Background: an optimization exercise with open tools, aiming at small area and a short achievable clock period. Do not read the settings as production practice.
The RTL was checked by simulation tests, not by an equivalence proof against the original design.

==> 10-05: inputs <==
==> flow/design.v (excerpt) <==
module mmu_array #(
    parameter int N = 4,
    parameter int DW = 8,
    parameter int AW = 32
) (
    input  logic clk,
    input  logic valid_i,
    input  logic [N*DW-1:0] activation_rows,    
    input  logic [N*DW-1:0] weight_columns,     
    output logic valid_o,
    output logic [N*N*AW-1:0] psums             
);
clock: 8.0 ns
lec_check: 0
cap_margin: 20
core_margin: 2
core_utilization: 40
cts_cluster_diameter: 110
cts_cluster_size: 26
setup_slack_margin: 3.5
slew_margin: 20
tns_end_percent: 10
standard.sh (not shown) runs the stock make flow with config.mk's settings and CLKGATE_MAP_FILE= SYNTH_SCRIPT=/design/flow/synth_recipe.tcl, a recipe that flattens the netlist after the stock synthesis.
==> flow/flow/run.sh <==
#!/bin/bash
# Standard synthesis and layout; the only change is the cell used to buffer the
# ports (buf_2 instead of the resizer's default pick, a slow delay cell).
set -euo pipefail
bash standard.sh "BUFFER_PORTS_ARGS=-buffer_cell sky130_fd_sc_hd__buf_2" finish > standard_flow.log 2>&1
==> 02-07: changes against 10-05 <==
--- a/flow/config.mk
+++ b/flow/config.mk
@@ -9,5 +9,3 @@
 export CORE_MARGIN = 2
-export CORE_UTILIZATION = 40
-export CTS_CLUSTER_DIAMETER = 110
-export CTS_CLUSTER_SIZE = 26
+export CORE_UTILIZATION = 60
 export SETUP_SLACK_MARGIN = 3.5
==> qor summary <==
item	02-07	10-05
Startpoint of the worst hold path	vq[0]	ROW[2].COL[3].WQ.w_q[6]
Clock Buffer Count	121	52
Crit path to	ROW[0].COL[1].pe.L[15]	ROW[0].COL[0].pe.up
Maximum number of pins on one net before global-route repair	108	65
Reg2reg path depth	15	13
Fraction of area in registers	0.214	0.216
Multi-input logic area	0.0419 mm²	0.0421 mm²
Worst slack, placed	2.44 ns	2.44 ns
Global routing usage summed across all routing layers	0.292	0.206
Outcome	no timing/DRC/antenna violations	no timing/DRC/antenna violations
Non-clk bufs	615	623
Grt met3 use	0.0707	0.0394
Final WL	155000 µm	167000 µm
First-pass GRT wire length	249000 µm	263000 µm
Data arrival time of the critical path	5.38 ns	5.26 ns

========
==> xenon <==
==> flow/design.v <==
module mac (
    input  logic        clk,
    input  logic        v,
    input  logic [7:0]  a,
    input  logic [7:0]  w,
    output logic [31:0] acc_o
);
    logic [15:0] L, U;
    logic up, dn;
    wire pp0 = (a[0] & w[0]);
    wire pp1 = (a[0] & w[1]);
    wire pp2 = (a[0] & w[2]);
    wire pp3 = (a[0] & w[3]);
    wire pp4 = (a[0] & w[4]);
    wire pp5 = (a[0] & w[5]);
    wire pp6 = (a[0] & w[6]);
    wire pp7 = ~(a[0] & w[7]);
    wire pp8 = (a[1] & w[0]);
    wire pp9 = (a[1] & w[1]);
    wire pp10 = (a[1] & w[2]);
    wire pp11 = (a[1] & w[3]);
    wire pp12 = (a[1] & w[4]);
    wire pp13 = (a[1] & w[5]);
    wire pp14 = (a[1] & w[6]);
    wire pp15 = ~(a[1] & w[7]);
    wire pp16 = (a[2] & w[0]);
    wire pp17 = (a[2] & w[1]);
    wire pp18 = (a[2] & w[2]);
    wire pp19 = (a[2] & w[3]);
    wire pp20 = (a[2] & w[4]);
    wire pp21 = (a[2] & w[5]);
    wire pp22 = (a[2] & w[6]);
    wire pp23 = ~(a[2] & w[7]);
    wire pp24 = (a[3] & w[0]);
    wire pp25 = (a[3] & w[1]);
    wire pp26 = (a[3] & w[2]);
    wire pp27 = (a[3] & w[3]);
    wire pp28 = (a[3] & w[4]);
    wire pp29 = (a[3] & w[5]);
    wire pp30 = (a[3] & w[6]);
    wire pp31 = ~(a[3] & w[7]);
    wire pp32 = (a[4] & w[0]);
    wire pp33 = (a[4] & w[1]);
    wire pp34 = (a[4] & w[2]);
    wire pp35 = (a[4] & w[3]);
    wire pp36 = (a[4] & w[4]);
    wire pp37 = (a[4] & w[5]);
    wire pp38 = (a[4] & w[6]);
    wire pp39 = ~(a[4] & w[7]);
    wire pp40 = (a[5] & w[0]);
    wire pp41 = (a[5] & w[1]);
    wire pp42 = (a[5] & w[2]);
    wire pp43 = (a[5] & w[3]);
    wire pp44 = (a[5] & w[4]);
    wire pp45 = (a[5] & w[5]);
    wire pp46 = (a[5] & w[6]);
    wire pp47 = ~(a[5] & w[7]);
    wire pp48 = (a[6] & w[0]);
    wire pp49 = (a[6] & w[1]);
    wire pp50 = (a[6] & w[2]);
    wire pp51 = (a[6] & w[3]);
    wire pp52 = (a[6] & w[4]);
    wire pp53 = (a[6] & w[5]);
    wire pp54 = (a[6] & w[6]);
    wire pp55 = ~(a[6] & w[7]);
    wire pp56 = ~(a[7] & w[0]);
    wire pp57 = ~(a[7] & w[1]);
    wire pp58 = ~(a[7] & w[2]);
    wire pp59 = ~(a[7] & w[3]);
    wire pp60 = ~(a[7] & w[4]);
    wire pp61 = ~(a[7] & w[5]);
    wire pp62 = ~(a[7] & w[6]);
    wire pp63 = (a[7] & w[7]);
    wire s64 = L[5] ^ pp5;
    wire c65 = L[5] & pp5;
    wire s66 = L[6] ^ pp6 ^ pp13;
    wire c67 = (L[6] & pp6) | (pp13 & (L[6] ^ pp6));
    wire s68 = pp20 ^ pp27;
    wire c69 = pp20 & pp27;
    wire s70 = L[7] ^ pp7 ^ pp14;
    wire c71 = (L[7] & pp7) | (pp14 & (L[7] ^ pp7));
    wire s72 = pp21 ^ pp28 ^ pp35;
    wire c73 = (pp21 & pp28) | (pp35 & (pp21 ^ pp28));
    wire s74 = pp42 ^ pp49;
    wire c75 = pp42 & pp49;
    wire s76 = 1'b1 ^ L[8] ^ pp15;
    wire c77 = (1'b1 & L[8]) | (pp15 & (1'b1 ^ L[8]));
    wire s78 = pp22 ^ pp29 ^ pp36;
    wire c79 = (pp22 & pp29) | (pp36 & (pp22 ^ pp29));
    wire s80 = pp43 ^ pp50 ^ pp57;
    wire c81 = (pp43 & pp50) | (pp57 & (pp43 ^ pp50));
    wire s82 = L[9] ^ pp23 ^ pp30;
    wire c83 = (L[9] & pp23) | (pp30 & (L[9] ^ pp23));
    wire s84 = pp37 ^ pp44 ^ pp51;
    wire c85 = (pp37 & pp44) | (pp51 & (pp37 ^ pp44));
    wire s86 = L[10] ^ pp31 ^ pp38;
    wire c87 = (L[10] & pp31) | (pp38 & (L[10] ^ pp31));
    wire s88 = L[3] ^ pp3;
    wire c89 = L[3] & pp3;
    wire s90 = L[4] ^ pp4 ^ pp11;
    wire c91 = (L[4] & pp4) | (pp11 & (L[4] ^ pp4));
    wire s92 = pp18 ^ pp25;
    wire c93 = pp18 & pp25;
    wire s94 = pp12 ^ pp19 ^ pp26;
    wire c95 = (pp12 & pp19) | (pp26 & (pp12 ^ pp19));
    wire s96 = pp33 ^ pp40 ^ s64;
    wire c97 = (pp33 & pp40) | (s64 & (pp33 ^ pp40));
    wire s98 = pp34 ^ pp41 ^ pp48;
    wire c99 = (pp34 & pp41) | (pp48 & (pp34 ^ pp41));
    wire s100 = c65 ^ s68 ^ s66;
    wire c101 = (c65 & s68) | (s66 & (c65 ^ s68));
    wire s102 = pp56 ^ c69 ^ s74;
    wire c103 = (pp56 & c69) | (s74 & (pp56 ^ c69));
    wire s104 = c67 ^ s70 ^ s72;
    wire c105 = (c67 & s70) | (s72 & (c67 ^ s70));
    wire s106 = c75 ^ c71 ^ c73;
    wire c107 = (c75 & c71) | (c73 & (c75 ^ c71));
    wire s108 = s76 ^ s78 ^ s80;
    wire c109 = (s76 & s78) | (s80 & (s76 ^ s78));
    wire s110 = pp58 ^ c77 ^ c79;
    wire c111 = (pp58 & c77) | (c79 & (pp58 ^ c77));
    wire s112 = c81 ^ s82 ^ s84;
    wire c113 = (c81 & s82) | (s84 & (c81 ^ s82));
    wire s114 = pp45 ^ pp52 ^ pp59;
    wire c115 = (pp45 & pp52) | (pp59 & (pp45 ^ pp52));
    wire s116 = c83 ^ c85 ^ s86;
    wire c117 = (c83 & c85) | (s86 & (c83 ^ c85));
    wire s118 = L[11] ^ pp39 ^ pp46;
    wire c119 = (L[11] & pp39) | (pp46 & (L[11] ^ pp39));
    wire s120 = pp53 ^ pp60 ^ c87;
    wire c121 = (pp53 & pp60) | (c87 & (pp53 ^ pp60));
    wire s122 = L[12] ^ pp47 ^ pp54;
    wire c123 = (L[12] & pp47) | (pp54 & (L[12] ^ pp47));
    wire s124 = L[2] ^ pp2;
    wire c125 = L[2] & pp2;
    wire s126 = pp10 ^ pp17 ^ pp24;
    wire c127 = (pp10 & pp17) | (pp24 & (pp10 ^ pp17));
    wire s128 = pp32 ^ c89 ^ s92;
    wire c129 = (pp32 & c89) | (s92 & (pp32 ^ c89));
    wire s130 = c93 ^ c91 ^ s94;
    wire c131 = (c93 & c91) | (s94 & (c93 ^ c91));
    wire s132 = c95 ^ s98 ^ c97;
    wire c133 = (c95 & s98) | (c97 & (c95 ^ s98));
    wire s134 = c99 ^ s102 ^ c101;
    wire c135 = (c99 & s102) | (c101 & (c99 ^ s102));
    wire s136 = c103 ^ c105 ^ s106;
    wire c137 = (c103 & c105) | (s106 & (c103 ^ c105));
    wire s138 = c107 ^ c109 ^ s110;
    wire c139 = (c107 & c109) | (s110 & (c107 ^ c109));
    wire s140 = s114 ^ c111 ^ c113;
    wire c141 = (s114 & c111) | (c113 & (s114 ^ c111));
    wire s142 = c115 ^ s118 ^ c117;
    wire c143 = (c115 & s118) | (c117 & (c115 ^ s118));
    wire s144 = pp61 ^ c119 ^ s122;
    wire c145 = (pp61 & c119) | (s122 & (pp61 ^ c119));
    wire s146 = L[13] ^ pp55 ^ pp62;
    wire c147 = (L[13] & pp55) | (pp62 & (L[13] ^ pp55));
    wire s148 = L[1] ^ pp1;
    wire c149 = L[1] & pp1;
    wire s150 = pp9 ^ pp16 ^ s124;
    wire c151 = (pp9 & pp16) | (s124 & (pp9 ^ pp16));
    wire s152 = c125 ^ s88 ^ s126;
    wire c153 = (c125 & s88) | (s126 & (c125 ^ s88));
    wire s154 = c127 ^ s90 ^ s128;
    wire c155 = (c127 & s90) | (s128 & (c127 ^ s90));
    wire s156 = c129 ^ s96 ^ s130;
    wire c157 = (c129 & s96) | (s130 & (c129 ^ s96));
    wire s158 = c131 ^ s100 ^ s132;
    wire c159 = (c131 & s100) | (s132 & (c131 ^ s100));
    wire s160 = s104 ^ c133 ^ s134;
    wire c161 = (s104 & c133) | (s134 & (s104 ^ c133));
    wire s162 = s108 ^ c135 ^ s136;
    wire c163 = (s108 & c135) | (s136 & (s108 ^ c135));
    wire s164 = s112 ^ c137 ^ s138;
    wire c165 = (s112 & c137) | (s138 & (s112 ^ c137));
    wire s166 = s116 ^ c139 ^ s140;
    wire c167 = (s116 & c139) | (s140 & (s116 ^ c139));
    wire s168 = s120 ^ c141 ^ s142;
    wire c169 = (s120 & c141) | (s142 & (s120 ^ c141));
    wire s170 = s144 ^ c121 ^ c143;
    wire c171 = (s144 & c121) | (c143 & (s144 ^ c121));
    wire s172 = s146 ^ c123 ^ c145;
    wire c173 = (s146 & c123) | (c145 & (s146 ^ c123));
    wire s174 = L[14] ^ pp63 ^ c147;
    wire c175 = (L[14] & pp63) | (c147 & (L[14] ^ pp63));
    wire s176 = 1'b1 ^ L[15];
    wire c177 = 1'b1 & L[15];
    wire [17:0] tx = {1'b1, c177, c175, c173, c171, c169, c167, c165, c163, c161, c159, c157, c155, c153, c151, c149, s148, L[0]};
    wire [17:0] ty = {1'b0, 1'b1, s176, s174, s172, s170, s168, s166, s164, s162, s160, s158, s156, s154, s152, s150, pp8, pp0};
    wire [17:0] T = tx + ty;
    wire [15:0] R = U + {{15{dn}}, up | dn};
    always_ff @(posedge clk) begin
        if (v) begin
            L <= T[15:0];
            U <= R;
            up <= T[16] & ~T[17];
            dn <= T[17];
        end else begin
            L <= '0;
            U <= '0;
            up <= 1'b0;
            dn <= 1'b0;
        end
    end
    assign acc_o = {R, L};
endmodule
module mmu_array #(
    parameter int N = 4,
    parameter int DW = 8,
    parameter int AW = 32
) (
    input  logic clk,
    input  logic valid_i,
    input  logic [N*DW-1:0] activation_rows,    
    input  logic [N*DW-1:0] weight_columns,     
    output logic valid_o,
    output logic [N*N*AW-1:0] psums             
);
    logic [N-1:0] vq;
    always_ff @(posedge clk) vq <= {vq[N-2:0], valid_i};
    assign valid_o = vq[N-1];
    logic [DW-1:0] a_bus [N][N];
    logic [DW-1:0] w_bus [N][N];
    for (genvar r = 0; r < N; r++) begin : ROW
        for (genvar c = 0; c < N; c++) begin : COL
            logic v;
            if (c == 0) begin : A0
                assign a_bus[r][c] = activation_rows[r*DW +: DW];
                assign v = valid_i;
            end else begin : AQ
                logic [DW-1:0] a_q;
                always_ff @(posedge clk) a_q <= a_bus[r][c-1];
                assign a_bus[r][c] = a_q;
                assign v = vq[c-1];
            end
            if (r == 0) begin : W0
                assign w_bus[r][c] = weight_columns[c*DW +: DW];
            end else begin : WQ
                logic [DW-1:0] w_q;
                always_ff @(posedge clk) w_q <= w_bus[r-1][c];
                assign w_bus[r][c] = w_q;
            end
            mac pe (
                .clk(clk), .v(v), .a(a_bus[r][c]), .w(w_bus[r][c]),
                .acc_o(psums[(r*N+c)*AW +: AW])
            );
        end
    end
endmodule
==> flow/run.sh <==
#!/bin/bash
# synth_recipe.tcl (not shown) runs the flow's synth.tcl, then flattens the netlist and writes it again
# the make line also repeats each setting of config.mk as NAME=value (left out here)
make -C /OpenROAD-flow-scripts/flow DESIGN_CONFIG=/design/flow/config.mk WORK_HOME=/design/flow/orfs CLKGATE_MAP_FILE= SYNTH_SCRIPT=/design/flow/synth_recipe.tcl finish
==> flow/config.mk <==
export PLATFORM = sky130hd
export DESIGN_NAME = mmu_array
export DESIGN_NICKNAME = mmu_array
export VERILOG_FILES = /design/flow/design.v
export SDC_FILE = /design/flow/constraint.sdc
export NUM_CORES = 4
export LEC_CHECK = 0
export CAP_MARGIN = 20
export CORE_MARGIN = 2
export CORE_UTILIZATION = 40
export SETUP_SLACK_MARGIN = 3.5
export SLEW_MARGIN = 20
export TNS_END_PERCENT = 10
==> flow/constraint.sdc <==
create_clock -name core_clock -period 8.0 [get_ports {clk}]
set_input_delay 1.6000 -clock core_clock [delete_from_list [all_inputs] [get_ports {clk}]]
set_output_delay 1.6000 -clock core_clock [all_outputs]
set_load 0.01 [all_outputs]
==> inputs of amber, as changes to xenon <==
Settings changed: SETUP_SLACK_MARGIN 3.5 to unset, TNS_END_PERCENT 10 to unset.
==> comparison table <==
Result of the run: amber complete, no violations; xenon complete, no violations
Hold_ws: amber 494.4 ps; xenon 490.4 ps
Final Instance Count excl. Fillers: amber 9970; xenon 10155
Startpoint of the lowest-slack hold path: amber ROW[2].COL[2].WQ.w_q[0]$_DFF_P_; xenon ROW[1].COL[2].AQ.a_q[1]$_DFF_P_
Clock network area share: amber 4.242%; xenon 3.918%
Slowest stage delay, CP: amber 640 ps; xenon 410 ps
Final non-filler cell area: amber 77550 sq um; xenon 81730 sq um
Multi-input gate share of total cell area: amber 60.11%; xenon 60.38%
Number of inserted filler cells in the final layout: amber 15775; xenon 15431
Signal buffers share of area: amber 7.541%; xenon 8.952%
End point of the critical path: amber psums[318]; xenon psums[382]
Met1 demand-to-capacity share in global routing: amber 27.42%; xenon 26.89%
Avg WL per Cell: amber 17.94 um; xenon 17.99 um
Worst clock skew: amber 34.85 ps; xenon 21.01 ps
Reg2Reg Setup Slack: amber 3030 ps; xenon 3140 ps
First-pass GRT wire length: amber 288200 um; xenon 288500 um
Hold EP: amber ROW[3].COL[2].WQ.w_q[0]$_DFF_P_; xenon ROW[1].COL[3].AQ.a_q[1]$_DFF_P_
Total stage count of the critical path: amber 12; xenon 14
Slew @ Worst Pin: amber 1005 ps; xenon 936.4 ps

what the ideal ports hide:
How much do the figures lean on ideal ports? The routed layouts below were timed once more, with nothing changed but the port constraints.
Step 1, drivers: a clkbuf_16 drives clk and a buf_2 each remaining input, both assumed.
Step 2 times the ports against the registers' clock, not the clock port: input delays grow and output delays shrink by t, the midpoint of the rising clock arrivals with the driver on.
Three values: ideal, step 1, step 2; two values: the first two.
| run | t (ns) | setup slack, ns | worst hold slack (ns) | clock arrival spread, ns |
|---|---|---|---|---|
| 10-05 | 0.731 | 3.292 / 3.269 / 2.573 | 0.438 / 0.438 / 0.438 | 0.035 / 0.036 |
| 02-07 | 0.740 | 3.225 / 3.248 / 2.512 | 0.374 / 0.374 / 0.374 | 0.026 / 0.026 |
| xenon | 0.772 | 2.911 / 2.833 / 2.203 | 0.490 / 0.490 / 0.490 | 0.025 / 0.025 |
| amber | 0.770 | 1.719 / 1.640 / 1.317 | 0.494 / 0.494 / 0.494 | 0.035 / 0.035 |
After both steps setup and hold are still met in every run listed. For 10-05, which loses most, drivers alone change the setup slack by -0.023 ns; drivers and shift together by -0.719 ns.
